This design comes from an exercise in tuning for small area on the open sky130 flow, not from production work. RTL that was checked went through simulation tests only; none was proved equivalent to the original. For run 4, only the layout was checked, not whether the RTL still works. Power is estimated from default activity; no workload was simulated.

`design/flow/run.sh`:
```
#!/bin/bash
# synth_recipe.tcl (not shown) runs the flow's synth.tcl, then flattens the netlist and writes it again
# the make line also repeats each setting of config.mk as NAME=value (left out here)
make -C /OpenROAD-flow-scripts/flow DESIGN_CONFIG=/design/flow/config.mk WORK_HOME=/design/flow/orfs CLKGATE_MAP_FILE= SYNTH_SCRIPT=/design/flow/synth_recipe.tcl finish
```
`design/flow/config.mk`:
```
export PLATFORM = sky130hd
export DESIGN_NAME = Router_top
export DESIGN_NICKNAME = Router_top
export VERILOG_FILES = /design/flow/design.v
export SDC_FILE = /design/flow/constraint.sdc
export NUM_CORES = 4
export LEC_CHECK = 0
export CAP_MARGIN = 20
export CORE_MARGIN = 2
export CORE_UTILIZATION = 40
export SLEW_MARGIN = 20
```
`design/flow/constraint.sdc`:
```
create_clock -name core_clock -period 10.0 [get_ports {clock}]
set_input_delay 2.0000 -clock core_clock [delete_from_list [all_inputs] [get_ports {clock}]]
set_output_delay 2.0000 -clock core_clock [all_outputs]
set_load 0.01 [all_outputs]
```
`design/flow/design.v`:
```
module router_fifo(clock, resetn, write_enb, read_enb, soft_reset, data_in, lfd_state, empty, data_out);
  input clock, resetn, write_enb, read_enb, soft_reset, lfd_state;
  input [7:0] data_in;
  output empty;
  output reg [7:0] data_out;
  localparam DEPTH = 30;
  reg [8:0] mem [0:DEPTH-1];
  reg [4:0] cnt;
  reg [6:0] fifo_cntr;
  wire rd = read_enb & ~empty;
  wire [4:0] head_idx = cnt - 5'd1;
  wire [8:0] head = mem[head_idx];
  integer i;
  always @(posedge clock)
    if (write_enb) begin
      mem[0] <= {lfd_state, data_in};
      for (i = 1; i < DEPTH; i = i + 1)
        mem[i] <= mem[i-1];
    end
  always @(posedge clock)
    if (~resetn | soft_reset)
      cnt <= 5'd0;
    else if (write_enb & ~rd)
      cnt <= cnt + 5'd1;
    else if (~write_enb & rd)
      cnt <= cnt - 5'd1;
  always @(posedge clock)
    if (~resetn | soft_reset)
      fifo_cntr <= 7'd0;
    else if (rd) begin
      if (head[8])
        fifo_cntr <= {1'b0, head[7:2]} + 7'd1;
      else if (fifo_cntr != 7'd0)
        fifo_cntr <= fifo_cntr - 7'd1;
    end
  always @(posedge clock)
    if (~resetn | soft_reset)
      data_out <= 8'd0;
    else if ((fifo_cntr == 7'd0) && (data_out != 8'd0))
      data_out <= 8'd0;
    else if (rd)
      data_out <= head[7:0];
  assign empty = (cnt == 5'd0);
endmodule
module router_FSM(clock, resetn, pkt_valid, data_in, soft_reset_0, soft_reset_1, soft_reset_2,
                  fifo_empty_0, fifo_empty_1, fifo_empty_2, detect_add, ld_state, lfd_state,
                  write_enb_reg, rst_int_reg, busy);
  input clock, resetn, pkt_valid, soft_reset_0, soft_reset_1, soft_reset_2,
        fifo_empty_0, fifo_empty_1, fifo_empty_2;
  input [1:0] data_in;
  output detect_add, ld_state, lfd_state, write_enb_reg, rst_int_reg, busy;
  parameter DECODE_ADDRESS     = 3'b000,
            LOAD_FIRST_DATA    = 3'b001,
            LOAD_DATA          = 3'b010,
            LOAD_PARITY        = 3'b101,
            CHECK_PARITY_ERROR = 3'b110,
            WAIT_TILL_EMPTY    = 3'b111;
  reg [2:0] p_state, n_state;
  always @(posedge clock)
    if (~resetn)
      p_state <= DECODE_ADDRESS;
    else if ((soft_reset_0 && data_in==2'b00)||(soft_reset_1 && data_in==2'b01)||(soft_reset_2 && data_in==2'b10))
      p_state <= DECODE_ADDRESS;
    else
      p_state <= n_state;
  always @(*) begin
    n_state = DECODE_ADDRESS;
    if (data_in != 2'b11)
      case (p_state)
        DECODE_ADDRESS:
          if ((pkt_valid && (data_in[1:0]==2'b00) && fifo_empty_0)
             |(pkt_valid && (data_in[1:0]==2'b01) && fifo_empty_1)
             |(pkt_valid && (data_in[1:0]==2'b10) && fifo_empty_2))
            n_state = LOAD_FIRST_DATA;
          else if (pkt_valid)
            n_state = WAIT_TILL_EMPTY;
          else
            n_state = DECODE_ADDRESS;
        WAIT_TILL_EMPTY:
          if ((data_in[1:0]==2'b00) && (fifo_empty_0)
             |((data_in[1:0]==2'b01) && (fifo_empty_1)
             |(data_in[1:0]==2'b10) && (fifo_empty_2)))
            n_state = LOAD_FIRST_DATA;
          else
            n_state = WAIT_TILL_EMPTY;
        LOAD_FIRST_DATA:
          n_state = LOAD_DATA;
        LOAD_DATA:
          if (!pkt_valid)
            n_state = LOAD_PARITY;
          else
            n_state = LOAD_DATA;
        LOAD_PARITY:
          n_state = CHECK_PARITY_ERROR;
        default:
          n_state = DECODE_ADDRESS;
      endcase
  end
  assign detect_add    = (p_state == DECODE_ADDRESS);
  assign lfd_state     = (p_state == LOAD_FIRST_DATA);
  assign ld_state      = (p_state == LOAD_DATA);
  assign rst_int_reg   = (p_state == CHECK_PARITY_ERROR);
  assign write_enb_reg = (p_state == LOAD_DATA) | (p_state == LOAD_PARITY);
  assign busy          = ~((p_state == DECODE_ADDRESS) | (p_state == LOAD_DATA));
endmodule
module router_reg(clock, resetn, pkt_valid, data_in, rst_int_reg, detect_add, ld_state, lfd_state, err, dout);
  input clock, resetn, pkt_valid, rst_int_reg, detect_add, ld_state, lfd_state;
  input [7:0] data_in;
  output reg err;
  output reg [7:0] dout;
  reg [7:0] parity_diff;
  reg parity_done;
  always @(posedge clock)
    if (detect_add | ld_state)
      dout <= data_in;
  always @(posedge clock)
    if (detect_add)
      parity_diff <= 8'd0;
    else if (lfd_state)
      parity_diff <= parity_diff ^ dout;
    else if (ld_state)
      parity_diff <= parity_diff ^ data_in;
    else if (~pkt_valid && rst_int_reg)
      parity_diff <= 8'd0;
  always @(posedge clock)
    if (~resetn)
      parity_done <= 1'b0;
    else if (ld_state && ~pkt_valid)
      parity_done <= 1'b1;
    else if (detect_add)
      parity_done <= 1'b0;
  always @(posedge clock)
    if (~resetn)
      err <= 1'b0;
    else
      err <= parity_done && (parity_diff != 8'd0);
endmodule
module router_synch(clock, resetn, detect_add, data_in, write_enb_reg, read_enb_0, read_enb_1, read_enb_2,
                    empty_0, empty_1, empty_2, soft_reset_0, soft_reset_1, soft_reset_2, write_enb);
  input clock, resetn, detect_add, write_enb_reg;
  input [1:0] data_in;
  input read_enb_0, read_enb_1, read_enb_2, empty_0, empty_1, empty_2;
  output reg soft_reset_0, soft_reset_1, soft_reset_2;
  output [2:0] write_enb;
  reg [1:0] int_add_reg;
  reg [4:0] timer0, timer1, timer2;
  always @(posedge clock)
    if (detect_add)
      int_add_reg <= data_in;
  assign write_enb[0] = write_enb_reg & (int_add_reg == 2'b00);
  assign write_enb[1] = write_enb_reg & (int_add_reg == 2'b01);
  assign write_enb[2] = write_enb_reg & (int_add_reg == 2'b10);
  always @(posedge clock)
    if (~resetn) begin
      timer0 <= 5'd0;
      soft_reset_0 <= 1'b0;
    end else if (~empty_0 & ~read_enb_0) begin
      soft_reset_0 <= (timer0 == 5'd29);
      timer0 <= (timer0 == 5'd29) ? 5'd0 : timer0 + 5'd1;
    end
  always @(posedge clock)
    if (~resetn) begin
      timer1 <= 5'd0;
      soft_reset_1 <= 1'b0;
    end else if (~empty_1 & ~read_enb_1) begin
      soft_reset_1 <= (timer1 == 5'd29);
      timer1 <= (timer1 == 5'd29) ? 5'd0 : timer1 + 5'd1;
    end
  always @(posedge clock)
    if (~resetn) begin
      timer2 <= 5'd0;
      soft_reset_2 <= 1'b0;
    end else if (~empty_2 & ~read_enb_2) begin
      soft_reset_2 <= (timer2 == 5'd29);
      timer2 <= (timer2 == 5'd29) ? 5'd0 : timer2 + 5'd1;
    end
endmodule
module Router_top(clock, resetn, read_enb_0, read_enb_1, read_enb_2, pkt_valid, data_in,
                  data_out_0, data_out_1, data_out_2, valid_out_0, valid_out_1, valid_out_2, error, busy);
  input clock, resetn, read_enb_0, read_enb_1, read_enb_2, pkt_valid;
  input [7:0] data_in;
  output [7:0] data_out_0, data_out_1, data_out_2;
  output busy, error, valid_out_0, valid_out_1, valid_out_2;
  wire empty0, empty1, empty2;
  wire [7:0] d_out;
  wire lfd, ld, wr_en_reg, rst_reg, d_add;
  wire softr0, softr1, softr2;
  wire [2:0] wr_enb;
  reg lfd_s;
  always @(posedge clock)
    if (~resetn)
      lfd_s <= 1'b0;
    else
      lfd_s <= lfd;
  router_fifo rtr_fifo1(.clock(clock), .resetn(resetn), .write_enb(wr_enb[0]), .read_enb(read_enb_0),
                        .soft_reset(softr0), .data_in(d_out), .lfd_state(lfd_s), .empty(empty0), .data_out(data_out_0));
  router_fifo rtr_fifo2(.clock(clock), .resetn(resetn), .write_enb(wr_enb[1]), .read_enb(read_enb_1),
                        .soft_reset(softr1), .data_in(d_out), .lfd_state(lfd_s), .empty(empty1), .data_out(data_out_1));
  router_fifo rtr_fifo3(.clock(clock), .resetn(resetn), .write_enb(wr_enb[2]), .read_enb(read_enb_2),
                        .soft_reset(softr2), .data_in(d_out), .lfd_state(lfd_s), .empty(empty2), .data_out(data_out_2));
  router_FSM rtr_fsm(.clock(clock), .resetn(resetn), .pkt_valid(pkt_valid), .data_in(data_in[1:0]),
                     .soft_reset_0(softr0), .soft_reset_1(softr1), .soft_reset_2(softr2),
                     .fifo_empty_0(empty0), .fifo_empty_1(empty1), .fifo_empty_2(empty2),
                     .detect_add(d_add), .ld_state(ld), .lfd_state(lfd),
                     .write_enb_reg(wr_en_reg), .rst_int_reg(rst_reg), .busy(busy));
  router_reg rtr_reg(.clock(clock), .resetn(resetn), .pkt_valid(pkt_valid), .data_in(data_in),
                     .rst_int_reg(rst_reg), .detect_add(d_add), .ld_state(ld), .lfd_state(lfd),
                     .err(error), .dout(d_out));
  router_synch rtr_synch(.clock(clock), .resetn(resetn), .detect_add(d_add), .data_in(data_in[1:0]),
                         .write_enb_reg(wr_en_reg), .read_enb_0(read_enb_0), .read_enb_1(read_enb_1), .read_enb_2(read_enb_2),
                         .empty_0(empty0), .empty_1(empty1), .empty_2(empty2),
                         .soft_reset_0(softr0), .soft_reset_1(softr1), .soft_reset_2(softr2), .write_enb(wr_enb));
  assign valid_out_0 = ~empty0;
  assign valid_out_1 = ~empty1;
  assign valid_out_2 = ~empty2;
endmodule
```
==> flow_summary.toml, run 1 <==
[setup_path]
cpPeakStageDelay_ps = 620
cp_data_required_time_ps = 8000
start_kind = "flip-flop"
cp_slowest_cell = "clkdlybuf4s50_1"
endpoint_kind = "output port"
rr_worst_depth = 13
critPathBufInv = 4
r2r_start = "rtr_fifo1.cnt[0]"
critPathLaunch = "rtr_fifo3.cnt[0]"
reg2reg_slack_ps = 4920
crit_type = "flip-flop to output port"
cp_num_cells = 7
cp_max_fo = 47
crit_family = "buffers and inverters"
path_common_cell = "inv_1"
reg2reg_to = "rtr_fifo1.fifo_cntr[6]"
arrival_ps = 3560
path_cells = "inv_1 > ha_2 > buf_4 > nand2b_1 > nor3_1 > inv_1 > clkdlybuf4s50_1"

[sta]
finalCriticalPeriod_ps = 5560
hold_slack_ps = 435
drv_slew = 0
relSlewSlack = 0.223
tightestPinTransition_ps = 1160
max_freq_mhz = 180
grt_setup_unrepaired = "false"
period_share = 0.556
setup_viol = 0
setup_ws_ps = 4440
fin_skew_ps = 35.0
finalHoldViolations = 0

[hold_path]
holdCritPathClass = "flip-flop to flip-flop"
worstHoldStart = "rtr_fifo1.mem[25][4]"
holdPathStages = 0
hold_end = "rtr_fifo1.mem[26][4]"

[cts]
cts_tree = "built"
clkSlewWorstSetupHoldPaths_ps = 60
clock_sinks = 912
cts_max_level = 3
cts_setup_buffers = 0
cts_resized = 0
root_buffer = "clkbuf_16"
numCtsBuffers = 94
clock_path_buffers = 3
cts_hold_buf = 0
insertion_delay_ps = 680

[global_route]
grt_max_degree = 186
grt_pass1_vias = 25100
gr-total-overflow = 0
grt_pass1_wl_mm = 163
grt_usage = 0.219
antenna_found_initial = 1

[route]
ant_nets = 0
dr.pass1.iters = 7
wl_per_cell_um = 26.8
routed_via_density = 6.36
drcViolationCount = 0
vias = 26400
drtIter0Drc = 3704
routed_wl_mm = 111

[synthesis]
synth_top_area_cell = "edfxtp_1"
synth-edff-count = 820
postSynthCellCount = 2744
synth_nets = 2794
synth.distinct_cells = 103
synth_top_area_frac = 0.644
async_flop_share = 0
syn_area_per_cell_sq_um = 13.9
synth.yosys.warnings = 6
synth_area_sq_um = 38200
synth_area_leaders = "edfxtp_1 64%, dfxtp_1 4.8%, a22oi_1 2.2%"
yosys_most_used_dff = "edfxtp_1"
yosysSeqAreaShare = 0.692
ys_ff_latch = 912

[place]
gp_congestion = 0.957
post-place-ws_ps = 4850
port_buffers = 42
hpwl_mm = 70.3
placed_area_sq_um = 40200

[final_layout]
syn_to_final_growth_pct = 13.2
reg.largest.list = "rtr_fifo1.mem x270, rtr_fifo2.mem x270, rtr_fifo3.mem x270"
final_util = 0.457
ff_latch_area_sq_um = 26500
antenna_cells = 0
nNetsFinal = 2849
drive_gt1_frac = 0.100
design_area_sq_um = 43300
multi_input_area_sq_um = 11000
final.fill_count = 8338

[floorplan]
core_sq_um = 94900
die_area_sq_um = 98100
row_count = 113
ios = 43
die_h_um = 313
dieWidth_um = 313
start_util = 0.403

[run]
cap_violations = 0

[pwr]
peakVddDrop_mv = 0.206
design_power_total_w = 0.0146
p_per_area_nw_per_um2 = 338
leakage_nw = 13.8

[outcome]
status = "finished clean"
synth_stat cells (all sizes together), types with 28 or more instances:
cell,instances
a21oi,160
nor2,129
dfxtp,92
buf,66
edfxtp,820
nand4,50
nand2,164
nor3,42
o21ai,78
a222oi,29
a32oi,64
a22o,68
a221oi,28
nand3,113
ha,36
a22oi,113
a31oi,31
nor2b,34
clkbuf,92
inv,46
mux2i,34
cell usage in the layout, fill, tap and decap left out, drive strengths merged, types with 15 or more instances in the layout:
master,count
nor2,129
o211ai,23
nand2,164
mux2i,34
a222oi,29
mux2,20
a32oi,64
a22o,68
xnor2,20
nand2b,16
nor4,15
ha,36
nor2b,34
nor3,42
a211oi,19
clkinv,39
a22oi,113
edfxtp,820
buf,75
inv,50
clkdlybuf4s50,42
o21a,18
a32o,23
nand4,50
xor2,20
a31oi,31
or3,24
dfxtp,92
nand3,113
a21oi,160
a221oi,28
o21ai,78
o22ai,27
and3,25
clkbuf,123
metrics by stage:
step	TNS (ps)	instances
after CTS	0	4143
after detailed placement	0	3968
after global routing	0	4143
after global placement	0	3968
after floorplan	-1328690	2744
final	0	4143
layer usage:
metal,GRT usage,part of all wire,vias up
li1,-,-,11200
met1,0.312,0.42,13400
met2,0.336,0.46,1538
met3,0.0370,0.090,273
met4,0.0820,0.034,2
met5,0,0.00012,-
logic make-up (layout without fill, tap and decap cells):
logic type / count (synthesis) / after routing / share of synthesized area
DFF: 912 / 912 / 0.692
buffers and inverters: 206 / 340 / 0.0226
adders and majority gates: 36 / 36 / 0.0118
xor gates and xnor gates: 40 / 40 / 0.00916
AOI/OAI and AO/OA: 796 / 796 / 0.154
muxes: 54 / 54 / 0.0155
and+or+nand+nor: 700 / 700 / 0.0952
power breakdown:
group | internal, W | total, W | switching, W
clock network | 0.00204 | 0.00355 | 0.00151
logic | 0.00210 | 0.00630 | 0.00420
registers | 0.00447 | 0.00479 | 0.000315
total | 0.00861 | 0.0146 | 0.00602
final cells by class:
type | instances | area share
Clock buffer | 123 | 0.0582
Clock inverter | 52 | 0.0130
Inverter | 48 | 0.00416
Multi-Input combinational cell | 1626 | 0.254
Sequential cell | 912 | 0.611
Tap cell | 1265 | 0.0365
Timing Repair Buffer | 117 | 0.0231
worst max-delay path by stage:
stage	to	slack (ps)
2_1_floorplan	rtr_fifo2.cnt[2]	-3660
3_5_place_dp	rtr_fifo2.cnt[3]	4850
6_report	valid_out_2	4440
5_1_grt	valid_out_2	4220
4_1_cts	valid_out_2	4360
3_3_place_gp	rtr_fifo2.cnt[3]	4860
==> run 2: changes to the inputs <==
--- a/design/flow/design.v
+++ b/design/flow/design.v
@@ -1,20 +1,55 @@
-module router_fifo(clock, resetn, write_enb, read_enb, soft_reset, data_in, lfd_state, empty, data_out);
-  input clock, resetn, write_enb, read_enb, soft_reset, lfd_state;
+module router_line(clock, write_tag, data_in, lfd_state, line_data, line_tag);
+  parameter DEPTH = 30;
+  input clock, lfd_state;
+  input [1:0] write_tag;
   input [7:0] data_in;
+  output [9*DEPTH-1:0] line_data;
+  output [2*DEPTH-1:0] line_tag;
+  reg [8:0] data [0:DEPTH-1];
+  reg [1:0] tag [0:DEPTH-1];
+  integer i;
+  always @(posedge clock) begin
+    data[0] <= {lfd_state, data_in};
+    tag[0] <= write_tag;
+    for (i = 1; i < DEPTH; i = i + 1) begin
+      data[i] <= data[i-1];
+      tag[i] <= tag[i-1];
+    end
+  end
+  genvar g;
+  generate
+    for (g = 0; g < DEPTH; g = g + 1) begin : flat
+      assign line_data[9*g +: 9] = data[g];
+      assign line_tag[2*g +: 2] = tag[g];
+    end
+  endgenerate
+endmodule
+module router_fifo(clock, resetn, write_enb, read_enb, soft_reset, line_data, line_tag, empty, data_out);
+  parameter DEPTH = 30;
+  parameter [1:0] ID = 2'd0;
+  input clock, resetn, write_enb, read_enb, soft_reset;
+  input [9*DEPTH-1:0] line_data;
+  input [2*DEPTH-1:0] line_tag;
   output empty;
   output reg [7:0] data_out;
-  localparam DEPTH = 30;
-  reg [8:0] mem [0:DEPTH-1];
   reg [4:0] cnt;
+  reg [4:0] head_idx;
   reg [6:0] fifo_cntr;
   wire rd = read_enb & ~empty;
-  wire [4:0] head_idx = cnt - 5'd1;
-  wire [8:0] head = mem[head_idx];
-  integer i;
-  always @(posedge clock)
-    if (write_enb) begin
-      mem[0] <= {lfd_state, data_in};
-      for (i = 1; i < DEPTH; i = i + 1)
-        mem[i] <= mem[i-1];
-    end
+  wire [8:0] head = line_data[9*head_idx +: 9];
+  reg [4:0] next_idx;
+  integer j;
+  always @(*) begin
+    next_idx = 5'd0;
+    for (j = 0; j < DEPTH; j = j + 1)
+      if (line_tag[2*j +: 2] == ID && j < head_idx)
+        next_idx = j + 1;
+  end
+  always @(posedge clock)
+    if (empty)
+      head_idx <= 5'd0;
+    else if (rd)
+      head_idx <= next_idx;
+    else
+      head_idx <= head_idx + 5'd1;
   always @(posedge clock)
@@ -138,3 +173,3 @@
 module router_synch(clock, resetn, detect_add, data_in, write_enb_reg, read_enb_0, read_enb_1, read_enb_2,
-                    empty_0, empty_1, empty_2, soft_reset_0, soft_reset_1, soft_reset_2, write_enb);
+                    empty_0, empty_1, empty_2, soft_reset_0, soft_reset_1, soft_reset_2, write_enb, write_tag);
   input clock, resetn, detect_add, write_enb_reg;
@@ -144,2 +179,3 @@
   output [2:0] write_enb;
+  output [1:0] write_tag;
   reg [1:0] int_add_reg;
@@ -149,2 +185,3 @@
       int_add_reg <= data_in;
+  assign write_tag = write_enb_reg ? int_add_reg : 2'b11;
   assign write_enb[0] = write_enb_reg & (int_add_reg == 2'b00);
@@ -188,2 +225,5 @@
   wire [2:0] wr_enb;
+  wire [1:0] wr_tag;
+  wire [9*30-1:0] line_data;
+  wire [2*30-1:0] line_tag;
   reg lfd_s;
@@ -194,8 +234,10 @@
       lfd_s <= lfd;
-  router_fifo rtr_fifo1(.clock(clock), .resetn(resetn), .write_enb(wr_enb[0]), .read_enb(read_enb_0),
-                        .soft_reset(softr0), .data_in(d_out), .lfd_state(lfd_s), .empty(empty0), .data_out(data_out_0));
-  router_fifo rtr_fifo2(.clock(clock), .resetn(resetn), .write_enb(wr_enb[1]), .read_enb(read_enb_1),
-                        .soft_reset(softr1), .data_in(d_out), .lfd_state(lfd_s), .empty(empty1), .data_out(data_out_1));
-  router_fifo rtr_fifo3(.clock(clock), .resetn(resetn), .write_enb(wr_enb[2]), .read_enb(read_enb_2),
-                        .soft_reset(softr2), .data_in(d_out), .lfd_state(lfd_s), .empty(empty2), .data_out(data_out_2));
+  router_line rtr_line(.clock(clock), .write_tag(wr_tag), .data_in(d_out), .lfd_state(lfd_s),
+                       .line_data(line_data), .line_tag(line_tag));
+  router_fifo #(.ID(2'd0)) rtr_fifo1(.clock(clock), .resetn(resetn), .write_enb(wr_enb[0]), .read_enb(read_enb_0),
+                        .soft_reset(softr0), .line_data(line_data), .line_tag(line_tag), .empty(empty0), .data_out(data_out_0));
+  router_fifo #(.ID(2'd1)) rtr_fifo2(.clock(clock), .resetn(resetn), .write_enb(wr_enb[1]), .read_enb(read_enb_1),
+                        .soft_reset(softr1), .line_data(line_data), .line_tag(line_tag), .empty(empty1), .data_out(data_out_1));
+  router_fifo #(.ID(2'd2)) rtr_fifo3(.clock(clock), .resetn(resetn), .write_enb(wr_enb[2]), .read_enb(read_enb_2),
+                        .soft_reset(softr2), .line_data(line_data), .line_tag(line_tag), .empty(empty2), .data_out(data_out_2));
   router_FSM rtr_fsm(.clock(clock), .resetn(resetn), .pkt_valid(pkt_valid), .data_in(data_in[1:0]),
@@ -211,3 +253,4 @@
                          .empty_0(empty0), .empty_1(empty1), .empty_2(empty2),
-                         .soft_reset_0(softr0), .soft_reset_1(softr1), .soft_reset_2(softr2), .write_enb(wr_enb));
+                         .soft_reset_0(softr0), .soft_reset_1(softr1), .soft_reset_2(softr2),
+                         .write_enb(wr_enb), .write_tag(wr_tag));
   assign valid_out_0 = ~empty0;
==> run 2 against run 1 <==
First-iteration DRC count shrank 53%. Count of clock-buffer cells in the layout shrank 59. Critical endpoint is now rtr_fifo1.cnt[4]. Combinational power shrank about 40%.
==> flow_summary.toml, run 2 <==
[final_layout]
syn_to_final_growth_pct = 11.1
nNetsFinal = 2054
largest_reg_flops = 270
top_register = "rtr_line.data"
antenna_cells = 0
reg.largest.list = "rtr_line.data x270, rtr_line.tag x60"
final_util = 0.451
final_cell_mix = "428 x dfxtp_1, 168 x nor2_1, 144 x mux4_2"
final_common_cell = "dfxtp_1"
drive_gt1_frac = 0.176

[place]
port_buffers = 42
gp_congestion = 0.953
hpwl_mm = 46.3
post-place-ws_ps = 4570

[synthesis]
synth.distinct_cells = 102
synth_nets = 2059
async_flop_share = 0
postSynthCellCount = 2012
synth_area_sq_um = 22000
synth_top_area_cell = "dfxtp_1"
syn_area_per_cell_sq_um = 10.9
synth_top_area_frac = 0.398
yosys-top-cells-count = "437 x dfxtp_1, 168 x nor2_1, 144 x mux4_2"
ys_ff_latch = 447
yosysMostFrequentCell = "dfxtp_1"
synth-edff-count = 10
synth_area_leaders = "dfxtp_1 40%, mux4_2 15%, nor2_1 2.9%"
yosysSeqAreaShare = 0.411
synth.yosys.warnings = 10
yosys_most_used_dff = "dfxtp_1"

[sta]
fin_tns_setup_ps = 0
max_freq_mhz = 205
relSlewSlack = 0.141
setup_viol = 0
setup_ws_ps = 5130
grt_setup_unrepaired = "false"
finalCriticalPeriod_ps = 4870
period_share = 0.487
finalHoldViolations = 0
fin_skew_ps = 25.5
tightestPinTransition_ps = 1280
drv_slew = 0

[floorplan]
die_area_sq_um = 56900
dieWidth_um = 238
die_h_um = 238
row_count = 85
core_sq_um = 54100
ios = 43
start_util = 0.406

[cts]
insertion_delay_ps = 600
cts_hold_buf = 0
numCtsBuffers = 49
clock_path_buffers = 3
root_buffer = "clkbuf_16"
clock_sinks = 447
cts_setup_buffers = 0
cts_resized = 0
cts_max_level = 2
cts_tree = "built"
clkSlewWorstSetupHoldPaths_ps = 60

[setup_path]
endpoint_kind = "flip-flop"
crit_type = "input port to flip-flop"
start_kind = "input port"
cp_data_required_time_ps = 10520
arrival_ps = 5390
cp_max_fo = 18

[route]
dr.pass1.iters = 6
routed_wl_mm = 67.2
ant_nets = 0
routed_via_density = 6.21
vias = 17000
drtIter0Drc = 1738
drcViolationCount = 0
wl_per_cell_um = 24.5

[global_route]
grt_max_degree = 52
antenna_found_initial = 1
gr-total-overflow = 0
grt_pass1_vias = 16900
grt_usage = 0.236
grt_pass1_wl_mm = 103

[hold_path]
holdCritPathClass = "flip-flop to flip-flop"

[pwr]
peakVddDrop_mv = 0.149
p_per_area_nw_per_um2 = 346
leakage_nw = 9.01

[run]
cap_violations = 0

[outcome]
status = "finished clean"
## run 2: changes by cell type in the layout (fill, tap and decap cells not counted), sizes merged, moves of 40 or more
cell and change:
dfxtp +345, buf -46, nand4 -40, clkbuf -59, mux4 +172, nand3 -76, a22o -64, a32oi -62
edfxtp -810, a22oi -96
## run 2: power breakdown
| part | switching, W | leakage [nW] | internal (W) | total [W] |
|---|---|---|---|---|
| Sequential | 0.000520 | 3.74 | 0.00217 | 0.00269 |
| Clock | 0.000754 | 0.878 | 0.00120 | 0.00196 |
| Combinational | 0.00218 | 4.39 | 0.00164 | 0.00381 |
## run 2: area by class of cell
class                   count  area, sq um
fillers                  4881        29700
well taps                 696          871
repair buffers             71          638
flip-flops and latches    447         9070
inverters                  50          188
multi-input cells        1388        11900
clock inverters            26          339
clock buffers              64         1420
## run 2: metrics by stage
stage	total power (W)	cells	hold slack [ps]	instance area, sq um
after floorplan	0.00531	2012	310	22000
after global placement	0.00638	2650	321	22700
after detailed placement	0.00644	2651	319	22700
after CTS	0.00842	2741	331	24400
after global routing	0.00888	2742	338	24400
final	0.00846	2742	329	24400
## run 2: cell families (layout without fill, tap and decap cells)
kind of cell,after synthesis,in the layout,share of synthesized area
simple gates,581,581,0.133
fa+ha+maj,33,33,0.0198
buf+inv,177,211,0.0475
mux,265,265,0.225
compound gates,464,464,0.145
xor+xnor,45,45,0.0179
flops,447,447,0.411
## run 2: critical path, cell delays in order
cell and delay [ps]:
clkdlybuf4s50_1 760, and2_1 560, inv_1 380, ha_1 320, inv_1 150, ha_1 290
a21o_1 190, a21oi_1 180, xnor2_1 90, or3_1 300, a21oi_1 140
## run 2: metal layers
layer	vias to the layer above	part of all wire	track usage	routed length, um
met4	2	0.046	0.101	3080
li1	7639	-	-	-
met1	8490	0.42	0.313	28100
met5	-	0.00018	0	12
met2	744	0.45	0.371	30300
met3	154	0.084	0.0526	5640
## run 2: final timing paths
| kind | startpoint | to | slack, ps | cells past startpoint |
|---|---|---|---|---|
| worst min register to register | lfd_s | rtr_line.data[0][8] | 330 | 0 |
| worst min-delay path | lfd_s | rtr_line.data[0][8] | 330 | 0 |
| worst max-delay path | read_enb_0 | rtr_fifo1.cnt[4] | 5130 | 11 |
| worst max register to register | rtr_fifo2.head_idx[0] | rtr_fifo2.fifo_cntr[5] | 5590 | 8 |
==> run 3: changes to the inputs <==
--- a/design/flow/design.v
+++ b/design/flow/design.v
@@ -1,4 +1,4 @@
-module router_line(clock, write_tag, data_in, lfd_state, line_data, line_tag);
+module router_line(clock, write_tag, data_in, line_data, line_tag);
   parameter DEPTH = 30;
-  input clock, lfd_state;
+  input clock;
   input [1:0] write_tag;
@@ -7,7 +7,8 @@
   output [2*DEPTH-1:0] line_tag;
-  reg [8:0] data [0:DEPTH-1];
+  reg [7:0] data [0:DEPTH-1];
   reg [1:0] tag [0:DEPTH-1];
+  reg last_written;
   integer i;
   always @(posedge clock) begin
-    data[0] <= {lfd_state, data_in};
+    data[0] <= data_in;
     tag[0] <= write_tag;
@@ -17,2 +18,3 @@
     end
+    last_written <= (tag[DEPTH-1] != 2'b11);
   end
@@ -21,3 +23,7 @@
     for (g = 0; g < DEPTH; g = g + 1) begin : flat
-      assign line_data[9*g +: 9] = data[g];
+      if (g == DEPTH-1) begin : oldest
+        assign line_data[9*g +: 9] = {~last_written, data[g]};
+      end else begin : younger
+        assign line_data[9*g +: 9] = {tag[g+1] == 2'b11, data[g]};
+      end
       assign line_tag[2*g +: 2] = tag[g];
@@ -34,8 +40,16 @@
   output reg [7:0] data_out;
-  reg [4:0] cnt;
+  reg held;
   reg [4:0] head_idx;
-  reg [6:0] fifo_cntr;
-  wire rd = read_enb & ~empty;
-  wire [8:0] head = line_data[9*head_idx +: 9];
+  reg cntr_zero;
+  reg [5:0] cntr_left;
+  wire rd = read_enb & held;
+  reg [8:0] head;
+  integer k;
+  always @(*) begin
+    head = 9'd0;
+    for (k = 0; k < DEPTH; k = k + 1)
+      head = head | (line_data[9*k +: 9] & {9{head_idx == k}});
+  end
   reg [4:0] next_idx;
+  reg found;
   integer j;
@@ -43,8 +57,11 @@
     next_idx = 5'd0;
+    found = 1'b0;
     for (j = 0; j < DEPTH; j = j + 1)
-      if (line_tag[2*j +: 2] == ID && j < head_idx)
+      if (line_tag[2*j +: 2] == ID && j < head_idx) begin
         next_idx = j + 1;
-  end
-  always @(posedge clock)
-    if (empty)
+        found = 1'b1;
+      end
+  end
+  always @(posedge clock)
+    if (~held)
       head_idx <= 5'd0;
@@ -56,15 +73,19 @@
     if (~resetn | soft_reset)
-      cnt <= 5'd0;
-    else if (write_enb & ~rd)
-      cnt <= cnt + 5'd1;
-    else if (~write_enb & rd)
-      cnt <= cnt - 5'd1;
+      held <= 1'b0;
+    else if (~held)
+      held <= write_enb;
+    else if (rd)
+      held <= found | write_enb;
   always @(posedge clock)
     if (~resetn | soft_reset)
-      fifo_cntr <= 7'd0;
+      cntr_zero <= 1'b1;
     else if (rd) begin
-      if (head[8])
-        fifo_cntr <= {1'b0, head[7:2]} + 7'd1;
-      else if (fifo_cntr != 7'd0)
-        fifo_cntr <= fifo_cntr - 7'd1;
+      if (head[8]) begin
+        cntr_zero <= 1'b0;
+        cntr_left <= head[7:2];
+      end else if (~cntr_zero) begin
+        if (cntr_left == 6'd0)
+          cntr_zero <= 1'b1;
+        cntr_left <= cntr_left - 6'd1;
+      end
     end
@@ -73,3 +94,3 @@
       data_out <= 8'd0;
-    else if ((fifo_cntr == 7'd0) && (data_out != 8'd0))
+    else if (cntr_zero && (data_out != 8'd0))
       data_out <= 8'd0;
@@ -77,3 +98,3 @@
       data_out <= head[7:0];
-  assign empty = (cnt == 5'd0);
+  assign empty = ~held;
 endmodule
@@ -140,4 +161,4 @@
 endmodule
-module router_reg(clock, resetn, pkt_valid, data_in, rst_int_reg, detect_add, ld_state, lfd_state, err, dout);
-  input clock, resetn, pkt_valid, rst_int_reg, detect_add, ld_state, lfd_state;
+module router_reg(clock, resetn, pkt_valid, data_in, rst_int_reg, detect_add, ld_state, err, dout);
+  input clock, resetn, pkt_valid, rst_int_reg, detect_add, ld_state;
   input [7:0] data_in;
@@ -151,8 +172,4 @@
   always @(posedge clock)
-    if (detect_add)
-      parity_diff <= 8'd0;
-    else if (lfd_state)
-      parity_diff <= parity_diff ^ dout;
-    else if (ld_state)
-      parity_diff <= parity_diff ^ data_in;
+    if (detect_add | ld_state)
+      parity_diff <= (detect_add ? 8'd0 : parity_diff) ^ data_in;
     else if (~pkt_valid && rst_int_reg)
@@ -228,9 +245,3 @@
   wire [2*30-1:0] line_tag;
-  reg lfd_s;
-  always @(posedge clock)
-    if (~resetn)
-      lfd_s <= 1'b0;
-    else
-      lfd_s <= lfd;
-  router_line rtr_line(.clock(clock), .write_tag(wr_tag), .data_in(d_out), .lfd_state(lfd_s),
+  router_line rtr_line(.clock(clock), .write_tag(wr_tag), .data_in(d_out),
                        .line_data(line_data), .line_tag(line_tag));
@@ -248,3 +259,3 @@
   router_reg rtr_reg(.clock(clock), .resetn(resetn), .pkt_valid(pkt_valid), .data_in(data_in),
-                     .rst_int_reg(rst_reg), .detect_add(d_add), .ld_state(ld), .lfd_state(lfd),
+                     .rst_int_reg(rst_reg), .detect_add(d_add), .ld_state(ld),
                      .err(error), .dout(d_out));
--- a/design/flow/config.mk
+++ b/design/flow/config.mk
@@ -7,2 +7,3 @@
 export LEC_CHECK = 0
+export ABC_AREA = 1
 export CAP_MARGIN = 20
==> run 3 against run 2 <==
Still clean on timing, DRC and antenna. Cell count increased by 17%. Worst setup slack improved by 350 ps. Worst hold slack improved by 12 ps. Sequential power shrank 28%. Combinational power decreased by 93%. Routed wire length up 55%. Area after synthesis decreased by 15%. Via count increased by 20%. Critical path depth did not move. Non-clock buffer count up 26. Largest cell class is now flip-flops and latches. Highest routed layer unchanged.
==> flow_summary.toml, run 3 <==
[outcome]
status = "finished clean"

[hold_path]
holdCritPathClass = "flip-flop to flip-flop"

[cts]
root_buffer = "clkbuf_16"
clkSlewWorstSetupHoldPaths_ps = 60
cts_setup_buffers = 0
insertion_delay_ps = 640
cts_resized = 0
clock_sinks = 405
cts_tree = "built"
clock_path_buffers = 3
cts_hold_buf = 0
cts_max_level = 2
numCtsBuffers = 45

[global_route]
grt_max_degree = 27
grt_pass1_vias = 19200
grt_usage = 0.428
antenna_found_initial = 5
grt_pass1_wl_mm = 143
gr-total-overflow = 0

[synthesis]
synth-adder-area-share = 0.0141
synthSimpleGateAreaFrac = 0.231
yosysSeqAreaShare = 0.454
ys_ff_latch = 405
synth.yosys.warnings = 9
yosys-top-cells-count = "523 x nand2_1, 392 x inv_1, 369 x dfxtp_1"
syn_area_per_cell_sq_um = 7.60
synth_top_family_by_area = "simple AND/OR/NAND/NOR gates"
synth_nets = 2488
synth_compound_area_frac = 0.199
synth_top_area_frac = 0.396
synth-edff-count = 36
synth_xor_area_frac = 0.00704
postSynthCellCount = 2453
yosys_most_used_dff = "dfxtp_1"
synth_area_sq_um = 18700
yosysMostFrequentCell = "nand2_1"
synth.area.mux_share = 0
synth.distinct_cells = 59
synth_top_area_cell = "dfxtp_1"
synth_area_leaders = "dfxtp_1 40%, nand2_1 11%, inv_1 7.9%"
async_flop_share = 0

[final_layout]
drive_gt1_frac = 0.0775
reg.largest.list = "rtr_line.data x240, rtr_line.tag x60"
syn_to_final_growth_pct = 15.9
top_register = "rtr_line.data"
layoutNonFillerInstCount = 3218
final_util = 0.467
nNetsFinal = 2609
largest_reg_flops = 240
final_cell_mix = "523 x nand2_1, 392 x inv_1, 369 x dfxtp_1"
final_common_cell = "nand2_1"

[route]
wl_per_cell_um = 32.3
routed_via_density = 6.34
vias = 20400
routed_wl_mm = 104
drtIter0Drc = 3108
dr.pass1.iters = 9
ant_nets = 0
drcViolationCount = 0

[pwr]
p_per_area_nw_per_um2 = 179
leakage_nw = 9.50
peakVddDrop_mv = 0.132

[sta]
tightestPinTransition_ps = 1220
drv_slew = 0
finalHoldViolations = 0
max_freq_mhz = 221
finalCriticalPeriod_ps = 4520
period_share = 0.452
fin_tns_setup_ps = 0
setup_viol = 0
relSlewSlack = 0.185
fin_skew_ps = 37.4
grt_setup_unrepaired = "false"

[place]
dp.cells = 3134
hpwl_mm = 80.4
port_buffers = 42
gp_congestion = 1.17

[floorplan]
row_count = 79
core_sq_um = 46300
ios = 43
start_util = 0.403
die_area_sq_um = 48400
dieWidth_um = 220
die_h_um = 220

[setup_path]
arrival_ps = 4870
start_kind = "flip-flop"
crit_type = "flip-flop to flip-flop"
endpoint_kind = "flip-flop"
cp_max_fo = 14
cp_data_required_time_ps = 10350

[run]
cap_violations = 0
-- run 3: path summary, 6_finish.rpt --
| check | to | cells past startpoint | slack (ps) | startpoint |
|---|---|---|---|---|
| worst max register to register | rtr_fifo3.cntr_left[5] | 11 | 5480 | rtr_fifo3.head_idx[4] |
| worst min register to register | rtr_line.data[11][0] | 0 | 340 | rtr_line.data[10][0] |
| worst min-delay path | rtr_line.data[11][0] | 0 | 340 | rtr_line.data[10][0] |
| worst max-delay path | rtr_fifo3.cntr_left[5] | 11 | 5480 | rtr_fifo3.head_idx[4] |
-- run 3: cells by family (layout without fill, tap and decap cells) --
kind of cell | after synthesis | count (layout)
xor gates and xnor gates | 15 | 15
AOI/OAI and AO/OA | 535 | 535
and+or+nand+nor | 1018 | 1018
other | 0 | 3
adders and majority gates | 21 | 21
DFF | 405 | 405
buffers and inverters | 459 | 614
-- run 3: per-stage QoR --
stage / setup WS (ps) / power [W] / cell area [sq um] / hold slack (ps)
finish: 5480 / 0.00388 / 21600 / 341
global route: 5490 / 0.00398 / 21600 / 350
CTS: 5850 / 0.00386 / 21600 / 341
detailed placement: 5520 / 0.00222 / 20200 / 327
global placement: 5290 / 0.00223 / 20100 / 326
floorplan: 6550 / 0.00203 / 18700 / 323
-- run 3: routing by layer --
| metal | part of all wire | vias to the layer above | global-route usage |
|---|---|---|---|
| met5 | 0.00069 | - | 0 |
| met4 | 0.095 | 10 | 0.317 |
| met3 | 0.13 | 495 | 0.165 |
| met2 | 0.41 | 1656 | 0.622 |
| met1 | 0.36 | 9572 | 0.510 |
| li1 | - | 8671 | - |
-- run 3: power breakdown --
group          internal, W  switching [W]  leakage, nW
combinational    0.0000669       0.000198         5.38
clock             0.000935       0.000726        0.699
sequential         0.00178       0.000169         3.42
-- run 3: critical path, stage by stage, from the launching register on --
cell and delay (ps):
dfxtp_1 730, nor2_1 260, inv_1 230, nor2_1 60, nand2_1 420, inv_1 400
a221oi_1 350, o21ai_0 120, a2111oi_0 790, nand4_1 580, nand2_1 200, o21ai_1 100
-- run 3: final cells by class --
type	count	area [sq um]
Fill cell	4649	24600
Sequential cell	405	8470
Multi-Input combinational cell	1589	8460
Inverter	436	1640
Clock buffer	63	1250
Timing Repair Buffer	97	836
Tap cell	607	759
Clock inverter	18	199
Antenna cell	3	7.51
==> run 4: changes to the inputs <==
--- a/design/flow/design.v
+++ b/design/flow/design.v
@@ -12,3 +12,3 @@
   always @(posedge clock) begin
-    data[0] <= data_in;
+    data[0] <= ~data_in;
     tag[0] <= write_tag;
@@ -24,5 +24,5 @@
       if (g == DEPTH-1) begin : oldest
-        assign line_data[9*g +: 9] = {~last_written, data[g]};
+        assign line_data[9*g +: 9] = {~last_written, ~data[g]};
       end else begin : younger
-        assign line_data[9*g +: 9] = {tag[g+1] == 2'b11, data[g]};
+        assign line_data[9*g +: 9] = {tag[g+1] == 2'b11, ~data[g]};
       end
==> design/flow/flow/run.sh (new file) <==
#!/bin/bash
# Layout flow: the standard ORFS flow with two changes.
#  - synthesis maps the logic with flow/abc_area.script (area-oriented ABC
#    mapping) instead of ORFS's abc_area.script; the flip-flops and their
#    names are those of the standard synthesis;
#  - CTS runs without dummy loads and with larger sink clusters.
set -euo pipefail
W=$(pwd)
F=$W/flow

# synthesis script: the standard flow's, with the abc override inserted after its first line
{ head -n 1 "$W/synth_recipe.tcl"; cat "$F/synth_pre.tcl"; tail -n +2 "$W/synth_recipe.tcl"; } > "$W/flow_synth.tcl"
sed "s#$W/synth_recipe.tcl#$W/flow_synth.tcl#g" "$W/standard.sh" > "$W/flow_standard.sh"
grep -q flow_synth.tcl "$W/flow_standard.sh"

export FLOW_ABC_SCRIPT=$F/abc_area.script
export CTS_ARGS="-sink_clustering_enable -repair_clock_nets -dont_use_dummy_load -sink_clustering_size 30 -sink_clustering_max_diameter 100"
export BUFFER_PORTS_ARGS="-buffer_cell sky130_fd_sc_hd__buf_1"

bash "$W/flow_standard.sh" finish > "$W/flow_make.log" 2>&1
==> design/flow/flow/abc_area.script (new file) <==
strash
dc2
&get -n
&dch -f
&nf -a -R 1000
&put
mfs2
strash
&get -n
&dch -f
&nf -a -R 1000
&put
mfs2
strash
&get -n
&dch -f
&nf -a -R 1000
&put
topo
==> design/flow/flow/synth_pre.tcl (new file) <==
# Run Yosys's abc with an area-oriented mapping script (flow/abc_area.script)
# in place of the script ORFS passes; everything else in the synthesis is the
# standard one, so the registers are the same.
proc abc {args} {
  set i [lsearch -exact $args -script]
  if { $i >= 0 } {
    lset args [expr {$i + 1}] $::env(FLOW_ABC_SCRIPT)
  }
  yosys abc {*}$args
}
==> design/flow/standard.sh (new file) <==
#!/bin/bash
# synth_recipe.tcl (not shown) runs the flow's synth.tcl, then flattens the netlist and writes it again
# the make line also repeats each setting of config.mk as NAME=value (left out here)
make -C /OpenROAD-flow-scripts/flow DESIGN_CONFIG=/design/flow/config.mk WORK_HOME=/design/flow/orfs CLKGATE_MAP_FILE= SYNTH_SCRIPT=/design/flow/synth_recipe.tcl "${@:-finish}"
--- a/design/flow/config.mk
+++ b/design/flow/config.mk
@@ -7,3 +7,2 @@
 export LEC_CHECK = 0
-export ABC_AREA = 1
 export CAP_MARGIN = 20
removed: design/flow/run.sh
==> run 4 against run 3 <==
Still clean on timing, DRC and antenna. Worst setup slack gained 42 ps. Die area is 11% lower. Register-to-register slack improved by 140 ps. Fmax grew 0.94%. Highest routed layer is now met4.
==> flow_summary.toml, run 4 <==
[sta]
max_freq_mhz = 223
drv_slew = 0
finalHoldViolations = 0
relSlewSlack = 0.140
fin_skew_ps = 18.9
hold_slack_ps = 390
fin_tns_setup_ps = 0
grt_setup_unrepaired = "false"
finalCriticalPeriod_ps = 4480
period_share = 0.448
tightestPinTransition_ps = 1280
setup_viol = 0

[floorplan]
ios = 43
start_util = 0.406
die_area_sq_um = 43100
dieWidth_um = 208
core_sq_um = 40900
row_count = 74
die_h_um = 208

[route]
wl_met1_mm = 31.8
wl_met3_mm = 13.5
dr.pass1.iters = 14
vias = 18200
drcViolationCount = 0
routed_wl_mm = 87.4
routed_via_density = 7.36
dr.max_layer_used = "met4"
drtIter0Drc = 4123
dr_wl_met2_mm = 34.5
wl_per_cell_um = 35.3
ant_nets = 0

[global_route]
gr-total-overflow = 0
grt_pass1_wl_mm = 122
grt_usage = 0.390
grt_pass1_vias = 16700
antenna_found_initial = 4
grt_max_degree = 31

[final_layout]
final_cell_mix = "369 x dfxtp_1, 362 x o22ai_1, 187 x nand2_1"
nNetsFinal = 1979
final_common_cell = "dfxtp_1"
drive_gt1_frac = 0.0268
largest_reg_flops = 240
reg.largest.list = "rtr_line.data x240, rtr_line.tag x60"
syn_to_final_growth_pct = 9.09
top_register = "rtr_line.data"

[setup_path]
cp_data_required_time_ps = 8000
arrival_ps = 2480
start_kind = "flip-flop"
critPathBufInv = 2
cp_max_fo = 12
cpPeakStageDelay_ps = 720
crit_type = "flip-flop to output port"
cp_slowest_cell = "nor2_1"
crit_family = "buffers and inverters"
path_cells = "nor2_1 > clkinv_1 > buf_1"
endpoint_kind = "output port"

[place]
hpwl_mm = 57.0
port_buffers = 42
gp_congestion = 1.11

[synthesis]
synth.yosys.warnings = 9
synth_top_area_frac = 0.445
yosys-top-cells-count = "369 x dfxtp_1, 362 x o22ai_1, 187 x nand2_1"
synth_area_leaders = "dfxtp_1 45%, o22ai_1 14%, edfxtp_1 6.5%"
yosysMostFrequentCell = "dfxtp_1"
yosysSeqAreaShare = 0.510
ys_ff_latch = 405
synth.distinct_cells = 49
syn_area_per_cell_sq_um = 8.96
synth_nets = 1887
synth_area_sq_um = 16600
synth-edff-count = 36
yosys_most_used_dff = "dfxtp_1"
synth_top_area_cell = "dfxtp_1"
postSynthCellCount = 1852
async_flop_share = 0

[pwr]
leakage_nw = 6.46
p_per_area_nw_per_um2 = 165
peakVddDrop_mv = 0.124
design_power_total_w = 0.00299

[cts]
cts_tree = "built"
cts_max_level = 1
clock_path_buffers = 3
root_buffer = "clkbuf_16"
clkSlewWorstSetupHoldPaths_ps = 110
cts_resized = 0
insertion_delay_ps = 560
cts_setup_buffers = 0
numCtsBuffers = 17
cts_hold_buf = 0
clock_sinks = 405

[run]
cap_violations = 0

[outcome]
status = "finished clean"

[hold_path]
holdCritPathClass = "flip-flop to flip-flop"
-- run 4: through the flow --
| step | worst slack, ps | util | cells | area, sq um |
|---|---|---|---|---|
| 3_5_place_dp | 5640 | 0.432 | 2457 | 17700 |
| 2_1_floorplan | 6550 | - | 1852 | 16600 |
| 5_1_grt | 5370 | 0.442 | 2474 | 18100 |
| 4_1_cts | 5540 | 0.442 | 2474 | 18100 |
| 3_3_place_gp | 5660 | 0.432 | 2457 | 17700 |
| 6_report | 5520 | 0.442 | 2476 | 18100 |
-- run 4: report_power, final --
part | switching, W | total [W] | internal (W)
Clock | 0.000500 | 0.000810 | 0.000309
Combinational | 0.000113 | 0.000171 | 0.0000577
Sequential | 0.000223 | 0.00201 | 0.00179
Total | 0.000837 | 0.00299 | 0.00216
-- run 4: cell families (layout without fill, tap and decap cells) --
| logic type | count (synthesis) | after routing | share of synthesized area |
|---|---|---|---|
| other cells | 0 | 2 | 0 |
| compound gates | 632 | 632 | 0.242 |
| xor+xnor | 22 | 22 | 0.0116 |
| fa+ha+maj | 21 | 21 | 0.0158 |
| mux | 6 | 6 | 0.00362 |
| flops | 405 | 405 | 0.510 |
| simple gates | 730 | 730 | 0.209 |
| buf+inv | 36 | 126 | 0.00814 |
-- run 4: cell type report --
type	count	area [sq um]
Tap cell	532	666
Fill cell	4012	22800
Inverter	36	135
Antenna cell	2	5.00
Clock buffer	17	425
Multi-Input combinational cell	1411	8020
Sequential cell	405	8470
Timing Repair Buffer	73	390
-- run 4: per-layer routing --
layer	vias up	track usage
met3	614	0.176
li1	7415	-
met2	1769	0.548
met1	8423	0.480
met5	-	0.0211
met4	0	0.250
-- run 4: worst paths after layout --
path                                       startpoint  slack [ps]  cells after the start                      to
worst min register to register   rtr_line.data[22][7]         390                      0    rtr_line.data[23][7]
worst min-delay path             rtr_line.data[22][7]         390                      0    rtr_line.data[23][7]
worst max-delay path               rtr_fsm.p_state[2]        5520                      3                    busy
worst max register to register  rtr_fifo3.head_idx[4]        5620                      8  rtr_fifo3.cntr_left[5]
==> run 5: changes to the inputs <==
--- a/design/flow/design.v
+++ b/design/flow/design.v
@@ -206,2 +206,14 @@
   assign write_enb[2] = write_enb_reg & (int_add_reg == 2'b10);
+  function [4:0] timer_step(input [4:0] t);
+    timer_step = {t[3:0], ~(t[4] ^ t[2])};
+  endfunction
+  function [4:0] timer_after(input integer n);
+    integer m;
+    begin
+      timer_after = 5'd0;
+      for (m = 0; m < n; m = m + 1)
+        timer_after = timer_step(timer_after);
+    end
+  endfunction
+  localparam [4:0] TIMER_LAST = timer_after(29);
   always @(posedge clock)
@@ -211,4 +223,4 @@
     end else if (~empty_0 & ~read_enb_0) begin
-      soft_reset_0 <= (timer0 == 5'd29);
-      timer0 <= (timer0 == 5'd29) ? 5'd0 : timer0 + 5'd1;
+      soft_reset_0 <= (timer0 == TIMER_LAST);
+      timer0 <= (timer0 == TIMER_LAST) ? 5'd0 : timer_step(timer0);
     end
@@ -219,4 +231,4 @@
     end else if (~empty_1 & ~read_enb_1) begin
-      soft_reset_1 <= (timer1 == 5'd29);
-      timer1 <= (timer1 == 5'd29) ? 5'd0 : timer1 + 5'd1;
+      soft_reset_1 <= (timer1 == TIMER_LAST);
+      timer1 <= (timer1 == TIMER_LAST) ? 5'd0 : timer_step(timer1);
     end
@@ -227,4 +239,4 @@
     end else if (~empty_2 & ~read_enb_2) begin
-      soft_reset_2 <= (timer2 == 5'd29);
-      timer2 <= (timer2 == 5'd29) ? 5'd0 : timer2 + 5'd1;
+      soft_reset_2 <= (timer2 == TIMER_LAST);
+      timer2 <= (timer2 == TIMER_LAST) ? 5'd0 : timer_step(timer2);
     end
--- a/design/flow/flow/run.sh
+++ b/design/flow/flow/run.sh
@@ -16,3 +16,3 @@
 export FLOW_ABC_SCRIPT=$F/abc_area.script
-export CTS_ARGS="-sink_clustering_enable -repair_clock_nets -dont_use_dummy_load -sink_clustering_size 30 -sink_clustering_max_diameter 100"
+export CTS_ARGS="-sink_clustering_enable -repair_clock_nets -dont_use_dummy_load -sink_clustering_size 24 -sink_clustering_max_diameter 80"
 export BUFFER_PORTS_ARGS="-buffer_cell sky130_fd_sc_hd__buf_1"
==> run 5 against run 4 <==
Still clean. Global-route usage shrank 0.49 points. Register-to-register slack lost 130 ps. Sequential power shrank 3%. Routed wire length shrank 1.4%. Sequential share of layout area shrank 0.31 points. Utilization grew 0.40 points. Non-clock buffer count shrank 2. Worst setup slack lost 29 ps. Final area grew 0.67%. Clock power grew 23%. Count of clock-buffer cells in the layout grew 9.
==> flow_summary.toml, run 5 <==
[setup_path]
path_cells = "nor2_1 > nand3_1 > o22ai_1 > nor4_1 > nand4_1 > nor3_1 > o21ai_0"
crit_family = "simple AND/OR/NAND/NOR gates"
cp_slowest_cell = "nand3_1"
arrival_ps = 4820
cp_data_required_time_ps = 10320
crit_type = "flip-flop to flip-flop"
start_kind = "flip-flop"
cpPeakStageDelay_ps = 950
endpoint_kind = "flip-flop"
reg2reg_slack_ps = 5490
critPathBufInv = 0
cp_max_fo = 24

[cts]
cts_hold_buf = 0
numCtsBuffers = 26
cts_resized = 0
root_buffer = "clkbuf_16"
clock_sinks = 405
cts_max_level = 1
cts_tree = "built"
clock_path_buffers = 3
insertion_delay_ps = 600
clkSlewWorstSetupHoldPaths_ps = 90
cts_setup_buffers = 0

[synthesis]
yosys-top-cells-count = "369 x dfxtp_1, 358 x o22ai_1, 204 x nor2_1"
yosys_most_used_dff = "dfxtp_1"
synth_nets = 1878
postSynthCellCount = 1849
syn_area_per_cell_sq_um = 8.93
synth.yosys.warnings = 9
synth_top_area_frac = 0.447
synth.distinct_cells = 50
yosysSeqAreaShare = 0.513
ys_ff_latch = 405
synth-edff-count = 36
synth_area_leaders = "dfxtp_1 45%, o22ai_1 14%, edfxtp_1 6.5%"
synth_area_sq_um = 16500
yosysMostFrequentCell = "dfxtp_1"
synth_top_area_cell = "dfxtp_1"
async_flop_share = 0

[final_layout]
final_common_cell = "dfxtp_1"
drive_gt1_frac = 0.0298
reg.largest.list = "rtr_line.data x240, rtr_line.tag x60"
nNetsFinal = 1977
top_register = "rtr_line.data"
layoutNonFillerInstCount = 2480
largest_reg_flops = 240
final_cell_mix = "369 x dfxtp_1, 358 x o22ai_1, 204 x nor2_1"
syn_to_final_growth_pct = 10.4

[sta]
fin_tns_setup_ps = 0
finalCriticalPeriod_ps = 4510
max_freq_mhz = 222
setup_viol = 0
grt_setup_unrepaired = "false"
drv_slew = 0
relSlewSlack = 0.135
period_share = 0.451
finalHoldViolations = 0
fin_skew_ps = 62.9
tightestPinTransition_ps = 1290

[floorplan]
die_h_um = 207
die_area_sq_um = 42900
ios = 43
dieWidth_um = 207
core_sq_um = 40800
row_count = 74
start_util = 0.404

[global_route]
gr-total-overflow = 0
grt_max_degree = 31
grt_pass1_vias = 17000
antenna_found_initial = 2
grt_pass1_wl_mm = 121
grt_usage = 0.385

[route]
routed_wl_mm = 86.2
wl_per_cell_um = 34.8
ant_nets = 0
dr.pass1.iters = 13
routed_via_density = 7.44
drcViolationCount = 0
vias = 18500
drtIter0Drc = 4206

[pwr]
leakage_nw = 6.58
peakVddDrop_mv = 0.135
p_per_area_nw_per_um2 = 170

[hold_path]
holdCritPathClass = "flip-flop to flip-flop"

[run]
cap_violations = 0

[place]
gp_congestion = 1.09
hpwl_mm = 56.6
port_buffers = 42
dp.cells = 2452

[outcome]
status = "finished clean"
==> run 5: cell types whose count changed after synthesis, sizes merged, moves of 7 or more <==
| cell | change |
|---|---|
| o221ai | -8 |
| nand2 | -30 |
| clkinv | -8 |
| nor2 | +29 |
| o21ai | +10 |
| a211oi | -8 |
| or3 | -7 |
| nand3 | +16 |
==> run 5: report_power, final <==
group	switching, W	internal [W]	leakage [nW]	total (W)
Clock	0.000540	0.000458	0.320	0.000998
Sequential	0.000183	0.00177	3.42	0.00195
Combinational	0.0000954	0.0000482	2.84	0.000144
Total	0.000818	0.00227	6.58	0.00309
==> run 5: worst paths after layout <==
check                         from                      to  cells after the start
min            rtr_line.data[2][3]     rtr_line.data[3][3]                      0
max          rtr_fifo1.head_idx[4]  rtr_fifo1.cntr_left[5]                      7
min reg2reg    rtr_line.data[2][3]     rtr_line.data[3][3]                      0
max reg2reg  rtr_fifo1.head_idx[4]  rtr_fifo1.cntr_left[5]                      7
==> run 5: logic make-up (layout without fill, tap and decap cells) <==
family / after synthesis / after routing / synth area share
and+or+nand+nor: 754 / 754 / 0.218
AOI/OAI and AO/OA: 626 / 626 / 0.239
DFF: 405 / 405 / 0.513
buffers and inverters: 28 / 125 / 0.00637
adders and majority gates: 15 / 15 / 0.0114
xor gates and xnor gates: 15 / 15 / 0.00796
muxes: 6 / 6 / 0.00364
other: 0 / 2 / 0
==> run 5: final cells by class <==
type | count | area [sq um]
Fill cell | 3975 | 22600
Multi-Input combinational cell | 1416 | 7960
Inverter | 28 | 105
Antenna cell | 2 | 5.00
Tap cell | 532 | 666
Sequential cell | 405 | 8470
Clock buffer | 26 | 651
Timing Repair Buffer | 71 | 375
==> run 5: worst reg2reg max path, delay by kind of cell (launching register included) <==
kind               cells  cell delay [ps]
and+or+nand+nor        5             3010
DFF                    1              830
AOI/OAI and AO/OA      2              430
==> run 5: through the flow <==
stage / power, W / hold WS (ps) / utilization / instance area, sq um / setup WS (ps)
2_1_floorplan: 0.00197 / 361 / - / 16500 / 6530
3_3_place_gp: 0.00211 / 377 / 0.430 / 17600 / 5770
3_5_place_dp: 0.00210 / 377 / 0.430 / 17600 / 5770
4_1_cts: 0.00307 / 353 / 0.446 / 18200 / 5540
5_1_grt: 0.00316 / 349 / 0.446 / 18200 / 5360
6_report: 0.00309 / 357 / 0.446 / 18200 / 5490
==> run 5: layer usage <==
layer	wire, um	up-vias	GRT usage
li1	-	7415	-
met1	30700	8558	0.470
met2	33800	1855	0.541
met3	14000	629	0.192
met4	7670	2	0.231
met5	13	-	0
==> run 6: changes to the inputs <==
--- a/design/flow/design.v
+++ b/design/flow/design.v
@@ -6,6 +6,6 @@
   output [9*DEPTH-1:0] line_data;
-  output [2*DEPTH-1:0] line_tag;
-  reg [7:0] data [0:DEPTH-1];
-  reg [1:0] tag [0:DEPTH-1];
-  reg last_written;
+  output [2*DEPTH-3:0] line_tag;
+  reg [7:0] data [0:DEPTH-1];           
+  reg [1:0] tag [0:DEPTH-2];
+  reg oldest_written, last_written;
   integer i;
@@ -14,7 +14,8 @@
     tag[0] <= write_tag;
-    for (i = 1; i < DEPTH; i = i + 1) begin
+    for (i = 1; i < DEPTH; i = i + 1)
       data[i] <= data[i-1];
+    for (i = 1; i < DEPTH-1; i = i + 1)
       tag[i] <= tag[i-1];
-    end
-    last_written <= (tag[DEPTH-1] != 2'b11);
+    oldest_written <= (tag[DEPTH-2] != 2'b11);
+    last_written <= oldest_written;
   end
@@ -25,2 +26,4 @@
         assign line_data[9*g +: 9] = {~last_written, ~data[g]};
+      end else if (g == DEPTH-2) begin : second
+        assign line_data[9*g +: 9] = {~oldest_written, ~data[g]};
       end else begin : younger
@@ -28,2 +31,4 @@
       end
+    end
+    for (g = 0; g < DEPTH-1; g = g + 1) begin : tags
       assign line_tag[2*g +: 2] = tag[g];
@@ -37,3 +42,3 @@
   input [9*DEPTH-1:0] line_data;
-  input [2*DEPTH-1:0] line_tag;
+  input [2*DEPTH-3:0] line_tag;
   output empty;
@@ -58,3 +63,3 @@
     found = 1'b0;
-    for (j = 0; j < DEPTH; j = j + 1)
+    for (j = 0; j < DEPTH-1; j = j + 1)
       if (line_tag[2*j +: 2] == ID && j < head_idx) begin
@@ -256,3 +261,3 @@
   wire [9*30-1:0] line_data;
-  wire [2*30-1:0] line_tag;
+  wire [2*30-3:0] line_tag;
   router_line rtr_line(.clock(clock), .write_tag(wr_tag), .data_in(d_out),
--- a/design/flow/flow/run.sh
+++ b/design/flow/flow/run.sh
@@ -16,3 +16,3 @@
 export FLOW_ABC_SCRIPT=$F/abc_area.script
-export CTS_ARGS="-sink_clustering_enable -repair_clock_nets -dont_use_dummy_load -sink_clustering_size 24 -sink_clustering_max_diameter 80"
+export CTS_ARGS="-sink_clustering_enable -repair_clock_nets -dont_use_dummy_load -sink_clustering_size 26 -sink_clustering_max_diameter 100"
 export BUFFER_PORTS_ARGS="-buffer_cell sky130_fd_sc_hd__buf_1"
--- a/design/flow/flow/abc_area.script
+++ b/design/flow/flow/abc_area.script
@@ -18,2 +18,8 @@
 &put
+mfs2
+strash
+&get -n
+&dch -f
+&nf -a -R 1000
+&put
 topo
--- a/design/flow/config.mk
+++ b/design/flow/config.mk
@@ -7,5 +7,6 @@
 export LEC_CHECK = 0
-export CAP_MARGIN = 20
+export CAP_MARGIN = 10
 export CORE_MARGIN = 2
 export CORE_UTILIZATION = 40
-export SLEW_MARGIN = 20
+export GPL_TIMING_DRIVEN = 0
+export SLEW_MARGIN = 10
==> run 6 against run 5 <==
Flip-flop and latch count decreased by 1. First-iteration DRC count fell by 6.8%. Die area shrank 0.77%. Synthesized cell count down 0.59%. Via count down 3.5%. Count of clock-buffer cells in the layout shrank 7. Utilization down 0.94 points. Critical endpoint is now rtr_fifo1.cntr_left[2]. Largest power group unchanged. Highest routed layer unchanged.
==> flow_summary.toml, run 6 <==
[final_layout]
drive_gt1_frac = 0.0158
final.fill_count = 4045
nNetsFinal = 1938
top_register = "rtr_line.data"
syn_to_final_growth_pct = 8.41
multi_input_area_sq_um = 7860
ff_latch_area_sq_um = 8450
reg.largest.list = "rtr_line.data x240, rtr_line.tag x58"
final_cell_mix = "368 x dfxtp_1, 360 x o22ai_1, 184 x nand2_1"
largest_reg_flops = 240
final_common_cell = "dfxtp_1"

[setup_path]
r2r_start = "rtr_fifo1.head_idx[3]"
cpPeakStageDelay_ps = 1000
endpoint_kind = "flip-flop"
crit_path_end = "rtr_fifo1.cntr_left[2]"
arrival_ps = 5100
cp_data_required_time_ps = 10180
reg2reg_to = "rtr_fifo1.cntr_left[2]"
critPathLaunch = "rtr_fifo1.head_idx[3]"
start_kind = "flip-flop"
reg2reg_slack_ps = 5080
rr_worst_depth = 9
cp_max_fo = 23
cp_slowest_cell = "nand4b_1"
path_cells = "nor2b_1 > nand4b_1 > o22ai_1 > nor4_1 > nand2_1 > nor4_2 > buf_4 > buf_4 > a211oi_1"
crit_type = "flip-flop to flip-flop"
path_common_cell = "buf_4"

[route]
ant_nets = 0
drcViolationCount = 0
wl_per_cell_um = 34.6
routed_wl_mm = 84.2
drtIter0Drc = 3922
dr.pass1.iters = 15
vias = 17800
routed_via_density = 7.31

[cts]
numCtsBuffers = 19
insertion_delay_ps = 580
cts_hold_buf = 0
cts_max_level = 1
root_buffer = "clkbuf_16"
clkSlewWorstSetupHoldPaths_ps = 110
cts_resized = 0
cts_setup_buffers = 0
cts_tree = "built"
clock_path_buffers = 3
clock_sinks = 404

[pwr]
p_per_area_nw_per_um2 = 168
leakage_nw = 6.38
peakVddDrop_mv = 0.102
power.internal_w = 0.00217
p_clk_frac = 0.291
p_sw_frac = 0.272
pwr-share-seq = 0.657
p_sw_w = 0.000811
combinationalPowerShare = 0.052

[global_route]
gr-total-overflow = 0
grt_usage = 0.386
grt_max_degree = 32
grt_pass1_wl_mm = 117
antenna_found_initial = 3
grt_pass1_vias = 16300

[floorplan]
core_sq_um = 40600
start_util = 0.403
die_area_sq_um = 42600
dieWidth_um = 206
ios = 43
die_h_um = 206
row_count = 74

[synthesis]
yosys_most_used_dff = "dfxtp_1"
synth.distinct_cells = 46
postSynthCellCount = 1838
synth.yosys.warnings = 9
async_flop_share = 0
synth_top_area_frac = 0.450
synth_nets = 1870
synth_area_sq_um = 16400
ys_ff_latch = 404
synth-edff-count = 36
synth_area_leaders = "dfxtp_1 45%, o22ai_1 14%, edfxtp_1 6.6%"
yosysSeqAreaShare = 0.516
syn_area_per_cell_sq_um = 8.91
yosysMostFrequentCell = "dfxtp_1"
yosys-top-cells-count = "368 x dfxtp_1, 360 x o22ai_1, 184 x nand2_1"
synth_top_area_cell = "dfxtp_1"

[place]
port_buffers = 42
hpwl_mm = 55.3
gp_congestion = 1.02

[sta]
max_freq_mhz = 203
setup_viol = 0
grt_setup_unrepaired = "false"
tightestPinTransition_ps = 1400
fin_tns_setup_ps = 0
finalHoldViolations = 0
fin_skew_ps = 37.0
drv_slew = 0
finalCriticalPeriod_ps = 4920
period_share = 0.492
relSlewSlack = 0.0608
hold_slack_ps = 366

[outcome]
status = "finished clean"

[hold_path]
holdCritPathClass = "flip-flop to flip-flop"
worstHoldStart = "rtr_line.data[14][0]"

[run]
cap_violations = 0
## run 6: cell count changes after synthesis, sizes merged, moves of 7 or more
| cell | before | now |
|---|---|---|
| a211oi | 22 | 11 |
| nand3 | 95 | 69 |
| o221ai | 30 | 38 |
| and2 | 11 | 4 |
| a21oi | 71 | 93 |
| nor2 | 204 | 171 |
| o21ai | 80 | 100 |
| nand2 | 157 | 184 |
## run 6: cells by family (layout without fill, tap and decap cells)
family / count (synthesis) / in the layout / share of synthesized area
XOR/XNOR: 15 / 15 / 0.00802
AO/OA/AOI/OAI: 655 / 655 / 0.247
flip-flops: 404 / 404 / 0.516
adder cells (fa/ha/maj): 18 / 18 / 0.0137
AND/OR/NAND/NOR: 711 / 711 / 0.205
buffers and inverters: 29 / 95 / 0.00664
other: 0 / 2 / 0
multiplexers: 6 / 6 / 0.00367
## run 6: power by group through the flow
| stage | Sequential, W | Combinational (W) | Clock, W |
|---|---|---|---|
| 2_1_floorplan | 0.00190 | 0.0000855 | 0 |
| 3_3_place_gp | 0.00198 | 0.000143 | 0 |
| 3_5_place_dp | 0.00198 | 0.000147 | 0 |
| 4_1_cts | 0.00194 | 0.000148 | 0.000868 |
| 5_1_grt | 0.00196 | 0.000162 | 0.000927 |
| 6_report | 0.00196 | 0.000154 | 0.000866 |
## run 6: final cells by class
type,instances,area share
Inverter,29,0.00613
Multi-Input combinational cell,1405,0.443
Sequential cell,404,0.476
Tap cell,532,0.0375
Timing Repair Buffer,47,0.0111
Antenna cell,2,0.000282
Clock buffer,19,0.0268
## run 6: worst max-delay path: cells and delay by family, from the launching register on
family | cells | cell delay (ps)
flip-flops | 1 | 910
AO/OA/AOI/OAI | 2 | 1360
AND/OR/NAND/NOR | 5 | 1910
buffers and inverters | 2 | 340
## run 6: worst min path at each step
| stage | cells past startpoint | slack (ps) | endpoint |
|---|---|---|---|
| after floorplan | 0 | 360 | rtr_line.tag[1][0] |
| after global placement | 0 | 370 | rtr_line.data[7][6] |
| final | 0 | 370 | rtr_line.data[15][0] |
| after detailed placement | 0 | 370 | rtr_line.data[15][0] |
| after CTS | 0 | 360 | rtr_line.data[15][0] |
| after global routing | 0 | 380 | rtr_line.data[15][0] |
## run 6: stage by stage
stage,power [W],instances,setup slack (ps),instance area (sq um),util
2_1_floorplan,0.00198,1838,6320,16400,-
3_3_place_gp,0.00212,2412,4130,17200,0.423
3_5_place_dp,0.00212,2417,5470,17300,0.425
4_1_cts,0.00296,2436,5440,17700,0.437
5_1_grt,0.00305,2436,5010,17800,0.437
6_report,0.00298,2438,5080,17800,0.437
## run 6: layer usage
| layer | vias up | track usage | part of all wire |
|---|---|---|---|
| li1 | 7328 | - | - |
| met1 | 8340 | 0.487 | 0.37 |
| met2 | 1652 | 0.544 | 0.40 |
| met3 | 488 | 0.173 | 0.15 |
| met4 | 5 | 0.218 | 0.078 |
| met5 | - | 0.00714 | 0.0012 |

==> separate check: timing with driven ports <==
The flow's constraints put no driver on any port. The routed layouts listed below were extracted and timed again, unchanged, in two steps. Step 1 assumes that a clkbuf_16 drives the clock port and a buf_2 every other input. Step 2, shift: input delay + t, output delay - t, t = (earliest + latest rising clock arrival at the registers) / 2. This alone moves slack from input paths to output paths. Slacks: ideal ports / drivers / drivers and shift; pairs: ideal ports / drivers.
run	t, ns	setup slack, ns
run 1	0.730	4.438 / 4.370 / 4.858
run 2	0.647	5.134 / 5.170 / 4.523
run 3	0.677	5.480 / 5.480 / 5.346
run 4	0.609	5.522 / 5.460 / 5.567
run 5	0.634	5.493 / 5.490 / 5.493
run 6	0.619	5.078 / 5.078 / 5.078
After both steps every run listed still meets setup and hold.
